Source: an optimization exercise on an open RTL-to-GDS flow (aim: small area and a short achievable clock period). Production flows keep margins and buffers that such runs may drop.
Only simulation tests tie the RTL to the original design; equivalence was not proved.
Power and IR drop assume default switching activity.

==> inputs of job 4533 <==
Design ALU_TOP, start of the top module:
module ALU_TOP (
  input  wire [15:0] A, B,
  input  wire [3:0]  ALU_FUN,
  input  wire        CLK,
  input  wire        RST,
  output reg  [31:0] ARITH_OUT,
  output reg  [15:0] LOGIC_OUT,
  output wire [15:0] CMP_OUT,
  output reg  [15:0] SHIFT_OUT,
  output reg         CMP_FLAG, CARRY_OUT, LOGIC_FLAG, SHIFT_FLAG, ARITH_FLAG
);
clock: 130.0 ns
lec_check: 0
abc_area: 1
cap_margin: 20
core_margin: 2
core_utilization: 40
slew_margin: 20
run.sh (not shown) runs the stock make flow with config.mk's settings and CLKGATE_MAP_FILE= SYNTH_SCRIPT=/design/flow/synth_recipe.tcl, a recipe that flattens the netlist after the stock synthesis.
==> job 8658: changes against job 4533 <==
--- a/flow/config.mk
+++ b/flow/config.mk
@@ -10,3 +10,3 @@
 export CORE_MARGIN = 2
-export CORE_UTILIZATION = 40
+export CORE_UTILIZATION = 65
 export SLEW_MARGIN = 20
==> results.yml <==
die:
  core_um2: 45500
  fp.dieH_um: 219
power_and_ir_drop:
  powerDensity_nw_per_um2: 11.1
  seqPwrFrac_pct: 11.1
  comb_power_share_pct: 75.8
final_layout:
  n_antenna_cell: 3
  drive_gt1_share_pct: 5.40
  bufAreaShareNonClock_pct: 6.70
  fin_area_um2: 20400
  multi_input_area_share_pct: 68.2
  num-nonclk-buffers: 147
routing:
  drt-initial-drc-count: 1316
  first_pass_iters: 6
  vias: 16377
sta:
  whs_ps: 25660
place:
  place_area_um2: 20100
  place_hpwl_mm: 44.2
run_status:
  status: "timing/DRC/antenna clean"
global_route:
  grt_pass1_vias: 16657
  grt_use_met2_pct: 43.2
the above is filed under job 4533

==> results.yml <==
run_status:
  status: "timing/DRC/antenna clean"
final_layout:
  drive_gt1_share_pct: 5.48
  multi_input_area_share_pct: 69.2
  n_antenna_cell: 0
  bufAreaShareNonClock_pct: 6.95
  fin_area_um2: 20100
  num-nonclk-buffers: 150
die:
  fp.dieH_um: 173
routing:
  drt-initial-drc-count: 1646
power_and_ir_drop:
  powerDensity_nw_per_um2: 11.1
  comb_power_share_pct: 76.5
place:
  place_area_um2: 19800
  place_hpwl_mm: 42.5
global_route:
  grt_pass1_vias: 17230
the above is filed under job 8658


========
==> exp/lagoon: inputs <==
ALU_TOP again, from the RTL that the note above started with.
export LEC_CHECK = 0
export ABC_AREA = 1
export CAP_MARGIN = 20
export CORE_MARGIN = 2
export CORE_UTILIZATION = 40
export SLEW_MARGIN = 20
create_clock -name core_clock -period 130.0 [get_ports {CLK}]
standard.sh (not shown) runs the stock make flow with config.mk's settings and CLKGATE_MAP_FILE= SYNTH_SCRIPT=/design/flow/synth_recipe.tcl, a recipe that flattens the netlist after the stock synthesis.
==> flow/flow/run.sh <==
#!/bin/bash
# Own layout flow: the standard synthesis, then a netlist pass that moves
# full adders to the polarity that needs the fewest inverters (flow/polfix.py),
# then the standard layout from floorplan to finish, with the resizer's
# setup repair asked to keep a margin below the clock period.
set -euo pipefail
R=orfs/results/${FLOW_PLATFORM}/ALU_TOP/base
bash standard.sh synth > run_synth.log 2>&1
cp "$R/1_2_yosys.v" polfix_in.v
python3 flow/polfix.py polfix_in.v polfix_out.v > polfix.log 2>&1
cp polfix_out.v "$R/1_2_yosys.v"
touch "$R/1_2_yosys.v"
export SETUP_SLACK_MARGIN=$(cat flow/setup_margin.txt)
bash standard.sh finish > run_layout.log 2>&1
==> flow/flow/setup_margin.txt <==
0
Other scripts of this flow, unchanged in this note and not shown: flow/flow/polfix.py
==> exp/nickel (differences from exp/lagoon) <==
==> flow/flow/setup_margin.txt (replaced) <==
40
==> qor summary <==
quantity                                                                       exp/lagoon              exp/nickel
Maximum frequency from static timing analysis                                   17.89 MHz               17.89 MHz
Final-report hold violation count                                                       0                       0
Area of combinational cells with multiple inputs                               14040 um^2              14040 um^2
Maximum number of pins on one net before global-route repair                           71                      71
Leakage component of the power                                                   9.134 nW                9.134 nW
FF+latch area                                                                   1752 um^2               1752 um^2
Count of clock buffers in the final design                                             11                      11
Vias after detailed routing                                                         15257                   15257
Count of buffers not belonging to the clock network in the layout                     154                     154
Required @ worst endpoint                                                       130.29 ns               130.29 ns
Number of flip-flops in the largest register                                           32                      32
Total routing usage reported by global routing                                     26.82%                  26.82%
Class of the most critical setup path                                   input pin to flop       input pin to flop
Flip-flop and latch count                                                              70                      70
Number of pins with negative max-slew slack in the final report                         0                       0
Net switching power of the design                                               0.1052 mW               0.1052 mW
Number of CTS-inserted buffers                                                          9                       9
TritonCTS clock tree                                                                built                   built
Timing endpoint of the critical path                               ARITH_OUT[0]$_DFF_PN0_  ARITH_OUT[0]$_DFF_PN0_
Detail-routed net length per standard cell                                       20.38 um                20.38 um
Status                                                           timing/DRC/antenna clean  timing/DRC/antenna clean
MaxCap Viol Count                                                                       0                       0
IO Count                                                                              123                     123
Starting DRT DRC Count                                                               1286                    1286
Leading cell type in the layout, fill and taps excluded                           nand2_1                 nand2_1

========
==> inputs of raven <==
ALU_TOP, a different RTL version from the one above (not shown whole).
clock: 130.0 ns
lec_check: 0
abc_area: 1
cap_margin: 20
core_margin: 2
core_utilization: 40
slew_margin: 20
==> flow/flow/setup_margin.txt <==
78
Scripts as last shown in full above: flow/flow/run.sh
Other scripts of this flow, unchanged in this note and not shown: flow/flow/polfix.py
==> inputs of xenon, as changes to raven <==
==> flow/flow/setup_margin.txt (replaced) <==
75
==> inputs of sierra, as changes to raven <==
--- a/flow/flow/run.sh
+++ b/flow/flow/run.sh
@@ -3,4 +3,5 @@
 # full adders to the polarity that needs the fewest inverters (flow/polfix.py),
-# then the standard layout from floorplan to finish, with the resizer's
-# setup repair asked to keep a margin below the clock period.
+# then the standard layout from floorplan to finish.  flow/env.sh sets the
+# resizer's setup margin (how far below the clock period its repair aims) and
+# any other ORFS variables for the layout steps.
 set -euo pipefail
@@ -12,3 +13,3 @@
 touch "$R/1_2_yosys.v"
-export SETUP_SLACK_MARGIN=$(cat flow/setup_margin.txt)
+source flow/env.sh
 bash standard.sh finish > run_layout.log 2>&1
==> flow/flow/env.sh (new file) <==
export SETUP_SLACK_MARGIN=75
--- a/flow/config.mk
+++ b/flow/config.mk
@@ -8,5 +8,5 @@
 export ABC_AREA = 1
-export CAP_MARGIN = 20
+export CAP_MARGIN = 5
 export CORE_MARGIN = 2
 export CORE_UTILIZATION = 40
-export SLEW_MARGIN = 20
+export SLEW_MARGIN = 5
removed: flow/flow/setup_margin.txt
==> inputs of delta, as changes to raven <==
--- a/flow/flow/run.sh
+++ b/flow/flow/run.sh
@@ -3,4 +3,5 @@
 # full adders to the polarity that needs the fewest inverters (flow/polfix.py),
-# then the standard layout from floorplan to finish, with the resizer's
-# setup repair asked to keep a margin below the clock period.
+# then the standard layout from floorplan to finish.  flow/env.sh sets the
+# resizer's setup margin (how far below the clock period its repair aims) and
+# any other ORFS variables for the layout steps.
 set -euo pipefail
@@ -12,3 +13,3 @@
 touch "$R/1_2_yosys.v"
-export SETUP_SLACK_MARGIN=$(cat flow/setup_margin.txt)
+source flow/env.sh
 bash standard.sh finish > run_layout.log 2>&1
==> flow/flow/env.sh (new file) <==
export SETUP_SLACK_MARGIN=75
export BUFFER_PORTS_ARGS="-buffer_cell sky130_fd_sc_hd__buf_1"
removed: flow/flow/setup_margin.txt
==> results.env <==
STATUS='timing/DRC/antenna clean'
POST_CTS.REPAIR.SETUP_BUFFERS=0
MET1WIRELENGTH_UM=20200
CRITPATHARRIVALTIME_NS=52.68
FMAXACHIEVABLE_GHz=0.0191
NETSWITCHINGPOWER_uW=103
TIMING.HOLD.WS_NS=25.76
SEQAREAFRACTION_PCT=9.83
# the run above: delta

==> results.env <==
STATUS='timing/DRC/antenna clean'
NETSWITCHINGPOWER_uW=104
CRITPATHARRIVALTIME_NS=52.90
TIMING.HOLD.WS_NS=25.75
# the run above: sierra

==> results.env <==
CRITPATHARRIVALTIME_NS=51.04
SEQAREAFRACTION_PCT=8.59
FMAXACHIEVABLE_GHz=0.0197
TIMING.HOLD.WS_NS=25.75
MET1WIRELENGTH_UM=21500
POST_CTS.REPAIR.SETUP_BUFFERS=24
STATUS='timing/DRC/antenna clean'
# the run above: raven

==> results.env <==
NETSWITCHINGPOWER_uW=104
FMAXACHIEVABLE_GHz=0.0190
CRITPATHARRIVALTIME_NS=52.89
MULTI_INPUT_AREA_UM2=13200
STATUS='timing/DRC/antenna clean'
POST_CTS.REPAIR.SETUP_BUFFERS=0
TIMING.HOLD.WS_NS=25.76
MET1WIRELENGTH_UM=20500
# the run above: xenon

[static timing again, ports no longer ideal]
How much do the figures lean on ideal ports? The routed layouts below were timed once more, with nothing changed but the port constraints. Step 1, drivers: a clkbuf_16 drives CLK and a buf_2 each remaining input, both assumed. Step 2 adds t to the input delays and takes it off the output delays; t is the mean of the earliest and latest rising clock arrival at the registers after step 1. Input paths then give back, and output paths get back, about the clock's delay inside the block. Three values: ideal, step 1, step 2; two values: the first two.
run | t (ns) | setup slack, ns | worst data-port slew with drivers (ns) | cell pins on the clock port's net
job 4533 | 0.436 | 74.170 / 74.204 / 73.767 | 0.09 | 1
job 8658 | 0.418 | 74.315 / 74.345 / 73.927 | 0.07 | 1
exp/lagoon | 0.442 | 74.090 / 74.120 / 73.678 | 0.05 | 1
exp/nickel | 0.442 | 74.090 / 74.120 / 73.678 | 0.05 | 1
raven | 0.411 | 79.227 / 79.245 / 78.834 | 0.08 | 1
xenon | 0.405 | 77.366 / 77.387 / 76.981 | 0.06 | 1
sierra | 0.406 | 77.369 / 77.387 / 76.981 | 0.07 | 1
delta | 0.404 | 77.585 / 77.603 / 77.199 | 0.06 | 1
After both steps every run listed still meets setup and hold.
